This is an optimization exercise on Yosys and OpenROAD, whose aim is small area, a short achievable clock period and few clock cycles, not a production implementation. In this exercise RTL edits were held to simulation tests only and were not proved equivalent to the original. The clock port is modelled as an ideal driver; clocking choices that lean on that would not hold on a real chip. Power and IR drop assume default switching activity.

$ cat design.v
`timescale 1ns/1ps
module text_matrix (
    input  wire [63:0] text,
    input  wire [63:0] RKey,
    output wire [63:0] txt_matrix,
    output wire [63:0] key_matrix
);
genvar n;
generate
    for (n = 0; n < 16; n = n + 1) begin : g_cell
        assign txt_matrix[4*n +: 4] = text[4*(15-n) +: 4];
        assign key_matrix[4*n +: 4] = RKey[4*(15-n) +: 4];
    end
endgenerate
endmodule
`timescale 1ns/1ps
module round_const (
    input  wire [5:0]  j,
    output wire [63:0] round_cnst
);
reg [7:0] rc;
always @(*) begin
    case (j)
        6'd0:  rc = 8'h01;
        6'd1:  rc = 8'h03;
        6'd2:  rc = 8'h07;
        6'd3:  rc = 8'h0F;
        6'd4:  rc = 8'h1F;
        6'd5:  rc = 8'h3E;
        6'd6:  rc = 8'h3D;
        6'd7:  rc = 8'h3B;
        6'd8:  rc = 8'h37;
        6'd9:  rc = 8'h2F;
        6'd10: rc = 8'h1E;
        6'd11: rc = 8'h3C;
        6'd12: rc = 8'h39;
        6'd13: rc = 8'h33;
        6'd14: rc = 8'h27;
        6'd15: rc = 8'h0E;
        6'd16: rc = 8'h1D;
        6'd17: rc = 8'h3A;
        6'd18: rc = 8'h35;
        6'd19: rc = 8'h2B;
        6'd20: rc = 8'h16;
        6'd21: rc = 8'h2C;
        6'd22: rc = 8'h18;
        6'd23: rc = 8'h30;
        6'd24: rc = 8'h21;
        6'd25: rc = 8'h02;
        6'd26: rc = 8'h05;
        6'd27: rc = 8'h0B;
        6'd28: rc = 8'h17;
        6'd29: rc = 8'h2E;
        6'd30: rc = 8'h1C;
        6'd31: rc = 8'h38;
        6'd32: rc = 8'h31;
        default: rc = 8'h00;
    endcase
end
wire [3:0] hi = {1'b0, rc[5:3]};
wire [3:0] lo = {1'b0, rc[2:0]};
assign round_cnst = { lo, 4'd4, 4'd0, 4'd0, hi, 4'd2, 4'd0, 4'd0, lo, 4'd1, 4'd0, 4'd0, hi, 4'd0, 4'd0, 4'd0 };
endmodule
`timescale 1ns/1ps
module subcells (
    input  wire [63:0] in_matrix,
    output wire [63:0] out_matrix
);
function [3:0] s_box;
    input [3:0] x;
    begin
        case (x)
            4'h0: s_box = 4'hC;
            4'h1: s_box = 4'hA;
            4'h2: s_box = 4'hD;
            4'h3: s_box = 4'h3;
            4'h4: s_box = 4'hE;
            4'h5: s_box = 4'hB;
            4'h6: s_box = 4'hF;
            4'h7: s_box = 4'h7;
            4'h8: s_box = 4'h9;
            4'h9: s_box = 4'h8;
            4'hA: s_box = 4'h1;
            4'hB: s_box = 4'h5;
            4'hC: s_box = 4'h0;
            4'hD: s_box = 4'h2;
            4'hE: s_box = 4'h4;
            default: s_box = 4'h6;
        endcase
    end
endfunction
genvar m;
generate
    for (m = 0; m < 16; m = m + 1) begin : g_cell
        assign out_matrix[4*m +: 4] = s_box(in_matrix[4*m +: 4]);
    end
endgenerate
endmodule
`timescale 1ns/1ps
module Mixrow (
    input  wire [63:0] st_mixrow,
    output reg  [63:0] mixr_state
);
reg [3:0] mixrow_matrix [0:3][0:3];
reg [3:0] temp;
integer j, k, l;
function [3:0] galiosmultiplication;
    input [3:0] a, b;
    reg [3:0] ans;
    reg [3:0] temp_a;
    integer i;
    begin
        ans = 4'b0000;
        temp_a = a;
        for (i = 0; i < 4; i = i + 1) begin
            if (b[i] == 1'b1) begin
                ans = ans ^ temp_a;
            end
            if (temp_a[3] == 1'b1) begin
                temp_a = (temp_a << 1) ^ 4'h3;  
            end else begin
                temp_a = temp_a << 1;
            end
        end
        galiosmultiplication = ans;
    end
endfunction
always @(*) begin
    mixrow_matrix[0][0] = 4'd1;  mixrow_matrix[0][1] = 4'd4;  mixrow_matrix[0][2] = 4'd9;  mixrow_matrix[0][3] = 4'd13;
    mixrow_matrix[1][0] = 4'd4;  mixrow_matrix[1][1] = 4'd1;  mixrow_matrix[1][2] = 4'd13; mixrow_matrix[1][3] = 4'd9;
    mixrow_matrix[2][0] = 4'd9;  mixrow_matrix[2][1] = 4'd13; mixrow_matrix[2][2] = 4'd1;  mixrow_matrix[2][3] = 4'd4;
    mixrow_matrix[3][0] = 4'd13; mixrow_matrix[3][1] = 4'd9;  mixrow_matrix[3][2] = 4'd4;  mixrow_matrix[3][3] = 4'd1;
    mixr_state = 64'd0;
    for (j = 0; j < 4; j = j + 1) begin
        for (k = 0; k < 4; k = k + 1) begin
            temp = 4'b0000;
            for (l = 0; l < 4; l = l + 1) begin
                temp = temp ^ galiosmultiplication(st_mixrow[4*(4*j+l) +: 4], mixrow_matrix[l][k]);
            end
            mixr_state[4*(4*j+k) +: 4] = temp;
        end
    end
end
endmodule
`timescale 1ns/1ps
module Mixcoloumn (
    input  wire [63:0] st_mixcoloumn,
    output reg  [63:0] mixc_state
);
reg [3:0] mixcoloumn_matrix [0:3][0:3];
reg [3:0] temp;
integer j, k, l;
function [3:0] galiosmultiplication;
    input [3:0] a, b;
    reg [3:0] ans;
    reg [3:0] temp_a;
    integer i;
    begin
        ans = 4'b0000;
        temp_a = a;
        for (i = 0; i < 4; i = i + 1) begin
            if (b[i] == 1'b1) begin
                ans = ans ^ temp_a;
            end
            if (temp_a[3] == 1'b1) begin
                temp_a = (temp_a << 1) ^ 4'h3;  
            end else begin
                temp_a = temp_a << 1;
            end
        end
        galiosmultiplication = ans;
    end
endfunction
always @(*) begin
    mixcoloumn_matrix[0][0] = 4'd13; mixcoloumn_matrix[0][1] = 4'd9;  mixcoloumn_matrix[0][2] = 4'd4;  mixcoloumn_matrix[0][3] = 4'd1;
    mixcoloumn_matrix[1][0] = 4'd9;  mixcoloumn_matrix[1][1] = 4'd13; mixcoloumn_matrix[1][2] = 4'd1;  mixcoloumn_matrix[1][3] = 4'd4;
    mixcoloumn_matrix[2][0] = 4'd4;  mixcoloumn_matrix[2][1] = 4'd1;  mixcoloumn_matrix[2][2] = 4'd13; mixcoloumn_matrix[2][3] = 4'd9;
    mixcoloumn_matrix[3][0] = 4'd1;  mixcoloumn_matrix[3][1] = 4'd4;  mixcoloumn_matrix[3][2] = 4'd9;  mixcoloumn_matrix[3][3] = 4'd13;
    mixc_state = 64'd0;
    for (j = 0; j < 4; j = j + 1) begin
        for (k = 0; k < 4; k = k + 1) begin
            temp = 4'b0000;
            for (l = 0; l < 4; l = l + 1) begin
                temp = temp ^ galiosmultiplication(mixcoloumn_matrix[l][k], st_mixcoloumn[4*(4*j+l) +: 4]);
            end
            mixc_state[4*(4*j+k) +: 4] = temp;
        end
    end
end
endmodule
`timescale 1ns/1ps
module LOONG_ENC (
    input  wire        clk,
    input  wire        reset,         
    input  wire        start,
    input  wire [63:0] plaintext,
    input  wire [63:0] roundKey,
    output reg  [63:0] ciphertext,
    output reg         done
);
localparam [63:0] CIPHER_CONST = 64'h6407_1204_6107_1004;
wire [63:0] txt_m;
wire [63:0] key_m;
text_matrix matirx_form (
    .text(plaintext),
    .RKey(roundKey),
    .txt_matrix(txt_m),
    .key_matrix(key_m)
);
always @(posedge clk or negedge reset) begin
    if (~reset) done <= 1'b0;
    else        done <= start;
end
always @(posedge clk) begin
    ciphertext <= txt_m ^ key_m ^ CIPHER_CONST;
end
endmodule
$ cat flow/run.sh
#!/bin/bash
# Layout flow: the standard synthesis and ORFS flow (standard.sh), with
#  - buf_1 port buffers;
#  - the output pins spread evenly along the edges (flow/pins.tcl);
#  - each output register and its port buffer side by side next to the pin
#    (flow/place.tcl, released by flow/post_dp.tcl), mirrored so that the
#    register's Q faces the buffer (flow/post_cts.tcl; incremental repair after
#    global routing is skipped, as its legalization would undo the mirroring);
#  - a one-level clock distribution, four buf_12 driven by the clock port
#    (flow/clk.tcl via flow/pre_cts.tcl), in place of the CTS tree.
# Each tool's output goes to its own log in the work folder (synth.log,
# layout.log, and ORFS's per-step logs under orfs/logs).
set -euo pipefail
W=$(pwd)
bash standard.sh synth > "$W/synth.log" 2>&1
bash standard.sh \
  BUFFER_PORTS_ARGS="-buffer_cell sky130_fd_sc_hd__buf_1" \
  PRE_IO_PLACEMENT_TCL="$W/flow/pins.tcl" \
  PRE_DETAIL_PLACE_TCL="$W/flow/place.tcl" \
  POST_DETAIL_PLACE_TCL="$W/flow/post_dp.tcl" \
  PRE_CTS_TCL="$W/flow/pre_cts.tcl" \
  POST_CTS_TCL="$W/flow/post_cts.tcl" \
  SKIP_INCREMENTAL_REPAIR=1 \
  CTS_ARGS="-buf_list sky130_fd_sc_hd__buf_12 -root_buf sky130_fd_sc_hd__buf_12 -dont_use_dummy_load" \
  finish > "$W/layout.log" 2>&1
$ cat flow/clk.tcl
# Clock distribution: the clock port drives ncl buffers, each on the free sites
# nearest the centre of the registers of one sector of the die around the
# registers' centre.
source [file join [file dirname [info script]] sites.tcl]
proc my_clock_buffers { ncl cell } {
  set block [ord::get_db_block]
  my_sites::init 0
  set dbu [$block getDbUnitsPerMicron]
  set pins {}
  set xs 0.0; set ys 0.0
  foreach p [get_pins -of_objects [get_nets clk] -filter "direction==input"] {
    set inst [[sta::sta_to_db_pin $p] getInst]
    set bb [$inst getBBox]
    set x [expr {([$bb xMin] + [$bb xMax]) / 2.0 / $dbu}]
    set y [expr {([$bb yMin] + [$bb yMax]) / 2.0 / $dbu}]
    lappend pins [list $p $x $y]
    set xs [expr {$xs + $x}]; set ys [expr {$ys + $y}]
  }
  set n [llength $pins]
  set cx [expr {$xs / $n}]; set cy [expr {$ys / $n}]
  set pi 3.14159265358979
  set groups {}
  for {set g 0} {$g < $ncl} {incr g} { dict set groups $g {} }
  foreach e $pins {
    lassign $e p x y
    set a [expr {atan2($y - $cy, $x - $cx) + $pi}]
    set g [expr {int($a / (2 * $pi) * $ncl) % $ncl}]
    dict lappend groups $g $e
  }
  set k 0
  dict for {g es} $groups {
    if {[llength $es] == 0} continue
    set gx 0.0; set gy 0.0; set lp {}
    foreach e $es { lassign $e p x y; set gx [expr {$gx + $x}]; set gy [expr {$gy + $y}]; lappend lp $p }
    set m [llength $es]
    set buf [insert_buffer -buffer_cell $cell -net clk -load_pins $lp \
      -location [list [expr {$gx / $m}] [expr {$gy / $m}]] \
      -buffer_name clkbuf_$k -net_name clknet_$k]
    # on the free sites nearest the group's centre, so that no cell moves
    my_sites::put [$block findInst [get_full_name $buf]] [expr {int($gx / $m * $dbu)}] [expr {int($gy / $m * $dbu)}] PLACED
    puts "clock buffer clkbuf_$k: $m registers"
    incr k
  }
  foreach net [$block getNets] {
    if {[string match clknet_* [$net getName]] || [$net getName] eq "clk"} { $net setSigType CLOCK }
  }
}
$ cat flow/pins.tcl
# Runs before ORFS's pin placement: the output pins are spread evenly along the
# die's edges, each in a window about 1.4 um wide, so that every output's
# register and port buffer can sit right next to its pin (place.tcl). On the
# left and right edges each output gets about one row of its own; the top and
# bottom edges, where the pairs lie along the edge, take fewer, away from the
# corners. done sits in the middle of the bottom edge. The input pins are left
# to place_pins.
set die [[ord::get_db_block] getDieArea]
set dbu [[ord::get_db_block] getDbUnitsPerMicron]
set w [expr {[$die dx] / double($dbu)}]
set h [expr {[$die dy] / double($dbu)}]
set cts {}
for {set i 0} {$i < 64} {incr i} { lappend cts "ciphertext\[$i\]" }
set bottom [concat [lrange $cts 0 4] done [lrange $cts 5 9]]
set right [lrange $cts 10 31]
set top [lrange $cts 32 41]
set left [lrange $cts 42 63]
foreach edge {bottom right top left} margin {12.0 5.0 12.0 5.0} {
  set names [set $edge]
  set cnt [llength $names]
  set len [expr {$edge eq "bottom" || $edge eq "top" ? $w : $h}]
  for {set j 0} {$j < $cnt} {incr j} {
    set c [expr {$margin + ($len - 2 * $margin) * ($j + 0.5) / $cnt}]
    set_io_pin_constraint -pin_names [list [lindex $names $j]] \
      -region $edge:[format %.2f [expr {$c - 0.7}]]-[format %.2f [expr {$c + 0.7}]]
  }
}
$ cat flow/place.tcl
# Runs before ORFS's detailed placement: for each output in turn, its port
# buffer and the register that drives it go side by side in one row, on the
# free sites that bring the buffer nearest its pin. These cells are held
# (FIRM) while detailed placement legalizes the others around them;
# post_dp.tcl releases them.
source [file join [file dirname [info script]] sites.tcl]
namespace eval my_place {
  proc driver {net} {
    if {$net eq "NULL"} { return "" }
    foreach it [$net getITerms] { if {[$it isOutputSignal]} { return [$it getInst] } }
    return ""
  }

  proc run {} {
    my_sites::init 1
    set block [ord::get_db_block]
    set core [$block getCoreArea]
    set pairs {}
    foreach bt [$block getBTerms] {
      if {[$bt getIoType] ne "OUTPUT"} continue
      set ob [driver [$bt getNet]]
      if {$ob eq ""} continue
      set ff ""
      foreach it [$ob getITerms] { if {[$it isInputSignal]} { set ff [driver [$it getNet]] } }
      set bb [$bt getBBox]
      set px [expr {([$bb xMin] + [$bb xMax]) / 2}]
      set py [expr {([$bb yMin] + [$bb yMax]) / 2}]
      # the pin's point clamped into the core
      set tx [expr {min(max($px, [$core xMin]), [$core xMax])}]
      set ty [expr {min(max($py, [$core yMin]), [$core yMax])}]
      lappend pairs [list $ob $ff $tx $ty]
    }
    # done first: its register is the slowest to drive its buffer
    set pairs [lsort -command {apply {{a b} {
      expr {[string match "done*" [[lindex $b 1] getName]] - [string match "done*" [[lindex $a 1] getName]]}
    }}} $pairs]
    foreach p $pairs {
      lassign $p ob ff tx ty
      if {$ff ne "" && [string match *__df* [[$ff getMaster] getName]]} {
        my_sites::put_pair $ob $ff $tx $ty FIRM
      } else {
        my_sites::put $ob $tx $ty FIRM
      }
    }
    puts "my_place: held [llength $my_sites::moved] cells next to the output pins"
  }
}
my_place::run
$ cat flow/post_cts.tcl
# Runs after ORFS's CTS step, whose legalization puts every cell back in its
# row's orientation: mirror cells again where that shortens the wiring (as
# ORFS's detailed placement step does), so that each output register's Q pin
# faces its port buffer's input.
optimize_mirroring
$ cat flow/post_dp.tcl
# Runs after ORFS's detailed placement: release the cells place.tcl held.
foreach inst [[ord::get_db_block] getInsts] {
  if {[$inst getPlacementStatus] eq "FIRM"} { $inst setPlacementStatus PLACED }
}
$ cat flow/pre_cts.tcl
# Runs before ORFS's CTS step: build the clock distribution here (the clock
# port drives four buffers, each feeding the registers of one sector), after
# which clock_tree_synthesis finds the clock net already buffered and skips it.
source [file join [file dirname [info script]] clk.tcl]
my_clock_buffers 4 sky130_fd_sc_hd__buf_12
$ cat flow/sites.tcl
# Free-site search on the placement rows, shared by place.tcl and clk.tcl.
namespace eval my_sites {
  variable occ
  variable rows
  variable sitew
  variable moved {}

  # every placed cell (or, with fixed_only, every fixed cell) blocks its sites
  proc init {fixed_only} {
    variable occ; variable rows; variable sitew; variable moved
    set block [ord::get_db_block]
    set rows {}
    set moved {}
    array unset occ
    foreach row [$block getRows] {
      set o [$row getOrigin]
      set sitew [[$row getSite] getWidth]
      lappend rows [list $row [lindex $o 0] [lindex $o 1] [$row getSiteCount] [[$row getSite] getHeight]]
      set occ([$row getName]) {}
    }
    foreach inst [$block getInsts] {
      if {[$inst isFixed] || (!$fixed_only && [$inst isPlaced])} { block_inst $inst }
    }
  }
  proc block_inst {inst} {
    variable occ; variable rows; variable sitew
    set bb [$inst getBBox]
    foreach r $rows {
      lassign $r row x0 y0 n h
      if {[$bb yMin] < $y0 + $h && [$bb yMax] > $y0} {
        set s [expr {([$bb xMin] - $x0) / $sitew}]
        set e [expr {([$bb xMax] - $x0 + $sitew - 1) / $sitew}]
        lappend occ([$row getName]) [list $s $e]
      }
    }
  }

  proc free {name s e} {
    variable occ
    foreach iv $occ($name) {
      if {$s < [lindex $iv 1] && $e > [lindex $iv 0]} { return 0 }
    }
    return 1
  }

  # place inst on the free sites nearest to the point (tx, ty), its centre
  proc put {inst tx ty status} {
    variable occ; variable rows; variable sitew; variable moved
    set m [$inst getMaster]
    set w [expr {([$m getWidth] + $sitew - 1) / $sitew}]
    set best {}
    foreach r $rows {
      lassign $r row x0 y0 n h
      set dy [expr {abs($y0 + $h / 2 - $ty)}]
      if {$best ne "" && $dy >= [lindex $best 0]} continue
      set s0 [expr {int(round(($tx - $x0) / double($sitew) - $w / 2.0))}]
      for {set d 0} {$d < $n} {incr d} {
        set hit ""
        foreach s [list [expr {$s0 - $d}] [expr {$s0 + $d}]] {
          if {$s < 0 || $s + $w > $n} continue
          if {[free [$row getName] $s [expr {$s + $w}]]} { set hit $s; break }
        }
        if {$hit ne ""} break
        if {$best ne "" && $d * $sitew + $dy >= [lindex $best 0]} break
      }
      if {$hit eq ""} continue
      set cost [expr {abs($x0 + ($hit + $w / 2.0) * $sitew - $tx) + $dy}]
      if {$best eq "" || $cost < [lindex $best 0]} { set best [list $cost $row $x0 $y0 $hit $w] }
    }
    if {$best eq ""} { return 0 }
    lassign $best cost row x0 y0 s w
    $inst setOrient [$row getOrient]
    $inst setLocation [expr {$x0 + $s * $sitew}] $y0
    $inst setPlacementStatus $status
    lappend occ([$row getName]) [list $s [expr {$s + $w}]]
    lappend moved [$inst getName]
    return 1
  }


  # place a and b side by side in one row, a on the end nearest the point
  # (tx, ty), on the free sites that bring a's centre nearest that point; a is
  # a buffer and b the register driving it
  proc put_pair {a b tx ty status} {
    variable occ; variable rows; variable sitew; variable moved
    set wa [expr {([[$a getMaster] getWidth] + $sitew - 1) / $sitew}]
    set wb [expr {([[$b getMaster] getWidth] + $sitew - 1) / $sitew}]
    set w [expr {$wa + $wb}]
    set best {}
    foreach r $rows {
      lassign $r row x0 y0 n h
      set dy [expr {abs($y0 + $h / 2 - $ty)}]
      if {$best ne "" && $dy >= [lindex $best 0]} continue
      # a on the left (sa = s) or on the right (sa = s + wb) of the span at s
      foreach left {1 0} {
        set off [expr {$left ? 0 : $wb}]
        set s0 [expr {int(round(($tx - $x0) / double($sitew) - $wa / 2.0)) - $off}]
        set hit ""
        for {set d 0} {$d < $n} {incr d} {
          foreach s [list [expr {$s0 - $d}] [expr {$s0 + $d}]] {
            if {$s < 0 || $s + $w > $n} continue
            if {[free [$row getName] $s [expr {$s + $w}]]} { set hit $s; break }
          }
          if {$hit ne ""} break
          if {$best ne "" && $d * $sitew + $dy >= [lindex $best 0]} break
        }
        if {$hit eq ""} continue
        set cost [expr {abs($x0 + ($hit + $off + $wa / 2.0) * $sitew - $tx) + $dy}]
        if {$best eq "" || $cost < [lindex $best 0]} { set best [list $cost $row $x0 $y0 $hit $left] }
      }
    }
    if {$best eq ""} { return 0 }
    lassign $best cost row x0 y0 s left
    set sa [expr {$left ? $s : $s + $wb}]
    set sb [expr {$left ? $s + $wa : $s}]
    # the cells' pins face each other: the register's output and the buffer's
    # input are on the cells' right and left ends, so with a on the left both
    # are mirrored about the y axis
    set orient [$row getOrient]
    if {$left} { set orient [dict get {R0 MY MX R180} $orient] }
    foreach {inst si wi} [list $a $sa $wa $b $sb $wb] {
      $inst setOrient $orient
      $inst setLocation [expr {$x0 + $si * $sitew}] $y0
      $inst setPlacementStatus $status
      lappend occ([$row getName]) [list $si [expr {$si + $wi}]]
      lappend moved [$inst getName]
    }
    return 1
  }
}
$ cat standard.sh
#!/bin/bash
# synth_recipe.tcl (not shown) runs the flow's synth.tcl, then flattens the netlist and writes it again
# the make line also repeats each setting of config.mk as NAME=value (left out here)
make -C /OpenROAD-flow-scripts/flow DESIGN_CONFIG=/design/flow/config.mk WORK_HOME=/design/flow/orfs CLKGATE_MAP_FILE= SYNTH_SCRIPT=/design/flow/synth_recipe.tcl "${@:-finish}"
$ cat config.mk
export PLATFORM = sky130hd
export DESIGN_NAME = LOONG_ENC
export DESIGN_NICKNAME = LOONG_ENC
export VERILOG_FILES = /design/flow/design.v
export SDC_FILE = /design/flow/constraint.sdc
export NUM_CORES = 4
export LEC_CHECK = 0
export CAP_MARGIN = 20
export CORE_MARGIN = 2
export CORE_UTILIZATION = 30
export SLEW_MARGIN = 20
$ cat constraint.sdc
create_clock -name core_clock -period 5.0 [get_ports {clk}]
set_input_delay 1.0000 -clock core_clock [delete_from_list [all_inputs] [get_ports {clk}]]
set_output_delay 1.0000 -clock core_clock [all_outputs]
set_load 0.01 [all_outputs]
==> results of run 1 <==
metrics by stage:
| stage | utilization [%] | area, sq um |
|---|---|---|
| floorplan | - | 1870 |
| global placement | 45.2 | 2690 |
| detailed placement | 45.2 | 2690 |
| global route | 46.6 | 2770 |
| finish | 46.6 | 2770 |
layer usage:
| layer | global-route usage (%) | vias up | wire length, um | share of wire (%) |
|---|---|---|---|---|
| met2 | 35.0 | 125 | 3390 | 50 |
| met4 | 3.13 | 0 | 137 | 2.0 |
| met1 | 21.1 | 603 | 2460 | 37 |
| met5 | 0 | - | 0 | 0 |
| li1 | - | 785 | - | - |
| met3 | 5.17 | 8 | 741 | 11 |
registers in the layout, summed over array words and instances (netlist names):
name / count
ciphertext: 64
done: 1
area by class of cell, without the clock buffers:
cell class / count / area [sq um] / share of cell area (%)
timing repair buffer: 195 / 732 / 26.4
sequential: 65 / 1310 / 47.1
multi-input combinational: 64 / 561 / 20.2
tap: 75 / 93.8 / 3.38
layout by cell type (no fill, tap or decap), drive strengths merged:
cell	count
buf	199
dfxtp	64
xor2	47
xnor2	17
dfrtp	1
power by group through the flow:
stage	clock network [W]	logic [W]	registers, W
final	0.000238	0.000174	0.000584
after global routing	0.000258	0.000189	0.000588
after detailed placement	0	0.000181	0.000594
after global placement	0	0.000172	0.000609
after floorplan	0	0.0000320	0.000628
cell families (layout without fill, tap and decap cells):
| kind of cell | Yosys count | in the layout | synth area share (%) |
|---|---|---|---|
| xor gates and xnor gates | 64 | 64 | 30.0 |
| buffers and inverters | 0 | 199 | 0 |
| DFF | 65 | 65 | 70.0 |
path summary, 6_finish.rpt:
path | start | end | cells past startpoint
setup / recovery | done | done | 1
hold / removal | reset | done | 1
max in group asynchronous | reset | done | 1
min in group core_clock | start | done | 1
==> flow_summary.toml, run 1 <==
[route]
wl_per_cell_um = 16.7
finalWirelength_um = 6730
drt_iter0_markers = 24
vias = 1521
drc_errors = 0
ant_nets = 0
avgViaCountPerCell = 3.77
drtPass1Iterations = 4

[place]
dpl_worst_slack_ps = 3350
place_hpwl_um = 6330
portBuffers = 195
place_congestion = 0.792
place_inst = 399

[pwr]
powerDensity_nw_per_um2 = 359
switching_share_pct = 22.7
p_leak_nw = 1.06
p_total_w = 0.000996
ir_drop_uv = 294
seqPwrFrac_pct = 58.6
internal_power_w = 0.000770
pwr-share-clk_pct = 23.9
power.switching_w = 0.000226
pwr-share-comb_pct = 17.4

[hold_path]
hold_class = "input pin to asynchronous set/reset pin"

[synth]
yosysWarnings = 1
synthTopCellsByArea = "dfxtp_1, xor2_1, xnor2_1"
synth-seq-area-share_pct = 70.0
ys_ff_latch = 65
yosys.area.top_type = "dfxtp_1"
synthFlopType = "dfxtp_1"
yosysMostFrequentCell = "dfxtp_1"
synth_top_cell_area_share_pct = 68.6
synth_edf_count = 0
netlist_top_cells_count = "dfxtp_1, xor2_1, xnor2_1"
synthesis.nets = 260
yosysUniqueCellTypes = 4
syn_avg_cell_area_sq_um = 14.5
ys_async_sr_fraction_pct = 1.54
synthesis.instances = 129
syn_area_sq_um = 1870

[timing]
finalCriticalPeriod_ps = 1580
setup_tns_ps = 0
fin_crit_sh_pct = 31.6
maxSlewHeadroom_pct = 69.8
clock.fmax_mhz = 633
worst_slack_ps = 3420
whs_ps = 688
setup_viol = 0
tightestPinTransition_ps = 452
slew_viol_final = 0
hold_viol = 0

[critical_path]
critical-path-max-stage-delay_ps = 360
crit_buf_inv = 1
path_delay_family = "flip-flops"
cp.arrival_ps = 580
cp-end-kind = "primary output"
crit_type = "register to primary output"
startpoint_type = "register"
worstPathCellList = "buf_1"
cp.required_ps = 4000
cp_slowest_cell = "dfrtp_1"
crit_path_max_fanout = 1

[final_layout]
layout.nets = 461
n_fill_cell = 506
antennaDiodeCount = 0
area_growth_pct = 48.5
fin_cells = 403
drive_gt1_share_pct = 1.22

[global_routing]
grt_usage_pct = 18.6
grt_pass1_wl_um = 9110
grt_max_degree = 18
grt_pass1_vias = 1458
grt_overflow_total = 0
antenna_found_initial = 0

[die]
fp.dieW_um = 82.9
fp-row-count = 28
fp.dieH_um = 82.9
core_area_sq_um = 5960
dieArea_sq_um = 6870
io_pins = 196
start_util_pct = 31.3

[clock_network]
clk_pin_slew_ps = 60

[flow_run]
cap_viol_max_count = 0

[status]
outcome = "no timing/DRC/antenna violations"
Testbench counts, summed over its fixed seeds: cycles 960.
==> run 2, diff against run 1 <==
--- a/config.mk
+++ b/config.mk
@@ -7,5 +7,5 @@
 export LEC_CHECK = 0
 export CAP_MARGIN = 20
 export CORE_MARGIN = 2
-export CORE_UTILIZATION = 30
+export CORE_UTILIZATION = 40
 export SLEW_MARGIN = 20
==> run 2 against run 1 <==
Still clean on timing, DRC and antenna. Area after synthesis did not move. Sequential cell count did not move. Core utilization rose by 16 points. First-iteration DRC count rose by 100%. Sequential power barely moved. Highest routed layer unchanged.
==> flow_summary.toml, run 2 <==
[clock_network]
clk_pin_slew_ps = 60

[synth]
synthFlopType = "dfxtp_1"
syn_avg_cell_area_sq_um = 14.5
yosysUniqueCellTypes = 4
netlist_top_cells_count = "dfxtp_1, xor2_1, xnor2_1"
ys_async_sr_fraction_pct = 1.54
yosysMostFrequentCell = "dfxtp_1"
ys_ff_latch = 65
yosysWarnings = 1
synth_edf_count = 0
synthTopCellsByArea = "dfxtp_1, xor2_1, xnor2_1"
synthesis.instances = 129
yosys.area.top_type = "dfxtp_1"
synth_top_cell_area_share_pct = 68.6
synthesis.nets = 260
syn_area_sq_um = 1870
synth-seq-area-share_pct = 70.0

[critical_path]
path_delay_family = "flip-flops"
cp-end-kind = "primary output"
crit_path_max_fanout = 1
crit_buf_inv = 1
cp_slowest_cell = "dfrtp_1"
critical-path-max-stage-delay_ps = 360
cp.arrival_ps = 580
worstPathCellList = "buf_1"
startpoint_type = "register"
crit_type = "register to primary output"
cp.required_ps = 4000

[final_layout]
n_fill_cell = 308
area_growth_pct = 47.0
antennaDiodeCount = 0
largest_reg_flops = 64
drive_gt1_share_pct = 1.22
layout_common_cells = "buf_1, dfxtp_1, xor2_1"
largest-register = "ciphertext"
reg_top3 = "ciphertext (64), done (1)"
layout.nets = 461
layout_commonest_cell = "buf_1"

[timing]
fin_crit_sh_pct = 31.7
tightestPinTransition_ps = 427
maxSlewHeadroom_pct = 71.4
slew_viol_final = 0
hold_viol = 0
clock.fmax_mhz = 632
worst_slack_ps = 3420
finalCriticalPeriod_ps = 1580
setup_viol = 0
setup_tns_ps = 0

[die]
dieArea_sq_um = 5230
start_util_pct = 42.3
fp-row-count = 24
io_pins = 196
fp.dieH_um = 72.3
fp.dieW_um = 72.3
core_area_sq_um = 4410

[place]
place_hpwl_um = 5980
portBuffers = 195
dpl_worst_slack_ps = 3420
place_congestion = 0.759

[route]
drc_errors = 0
ant_nets = 0
drtPass1Iterations = 4
avgViaCountPerCell = 4.12
drt_iter0_markers = 49
wl_per_cell_um = 16.9
vias = 1565
finalWirelength_um = 6410

[flow_run]
cap_viol_max_count = 0

[global_routing]
grt_usage_pct = 23.0
antenna_found_initial = 0
grt_max_degree = 18
grt_pass1_wl_um = 8300
grt_overflow_total = 0
grt_pass1_vias = 1469

[pwr]
powerDensity_nw_per_um2 = 362
p_leak_nw = 1.06
ir_drop_uv = 228

[status]
outcome = "no timing/DRC/antenna violations"

[hold_path]
hold_class = "input pin to asynchronous set/reset pin"
==> run 2: cell counts in the layout (fill, tap and decap cells not counted) <==
Identical to the previous run, type by type.
==> run 2: layout make-up, without the clock buffers <==
type | count | area (sq um) | area share [%]
multi-input cells | 64 | 561 | 20.4
repair buffers | 195 | 732 | 26.7
well taps | 52 | 65.1 | 2.37
flip-flops and latches | 65 | 1310 | 47.6
==> run 2: worst paths after layout <==
kind	startpoint	endpoint	cells after the start
max in group asynchronous	reset	done	1
min	reset	done	1
max	done	done	1
min in group core_clock	start	done	1
==> run 2: where the power goes <==
part | switching (W) | internal (W)
Combinational | 0.000104 | 0.0000677
Sequential | 0.0000101 | 0.000574
Clock | 0.000109 | 0.000128
Total | 0.000223 | 0.000769
==> run 2: cells by family (layout without fill, tap and decap cells) <==
group,count (synthesis),count (layout),share of synthesized area (%)
DFF,65,65,70.0
buffers and inverters,0,199,0
xor gates and xnor gates,64,64,30.0
==> run 2: per-stage QoR <==
stage	instance area (sq um)	total power [W]	std cells	util (%)	hold slack [ps]
global placement	2660	0.000774	376	60.3	764
global route	2740	0.00103	380	62.2	659
floorplan	1870	0.000660	129	-	704
detailed placement	2660	0.000769	376	60.3	794
finish	2740	0.000992	380	62.2	666
==> run 2: metal layers <==
metal | vias up | share of wire (%) | GRT usage [%]
li1 | 785 | - | -
met1 | 640 | 31 | 22.7
met2 | 134 | 54 | 44.8
met3 | 6 | 13 | 9.03
met4 | 0 | 1.8 | 4.61
met5 | - | 0 | 0

-- re-timing with driven ports --
Ports are ideal in the flow. The routed layouts listed here were re-timed in OpenROAD. Step 1 (the two cells are an assumption about what drives the block):
set clk [get_ports {clk}]
set_driving_cell -lib_cell sky130_fd_sc_hd__clkbuf_16 $clk
set_driving_cell -lib_cell sky130_fd_sc_hd__buf_2 [delete_from_list [all_inputs] $clk]
Step 2 adds t to the input delays and takes it off the output delays; t is the mean of the earliest and latest rising clock arrival at the registers after step 1. Input paths then give back, and output paths get back, about the clock's delay inside the block. a / b / c = ideal / step 1 / step 2; a / b = the first two.
| run | t (ns) | setup slack, ns | worst slew at a driven data input, ns |
|---|---|---|---|
| run 1 | 0.185 | 3.420 / 3.338 / 3.355 | 0.04 |
| run 2 | 0.178 | 3.417 / 3.343 / 3.345 | 0.05 |
After both steps every run listed still meets setup and hold. For run 2, which loses most, drivers alone change the setup slack by -0.074 ns; drivers and shift together by -0.072 ns.
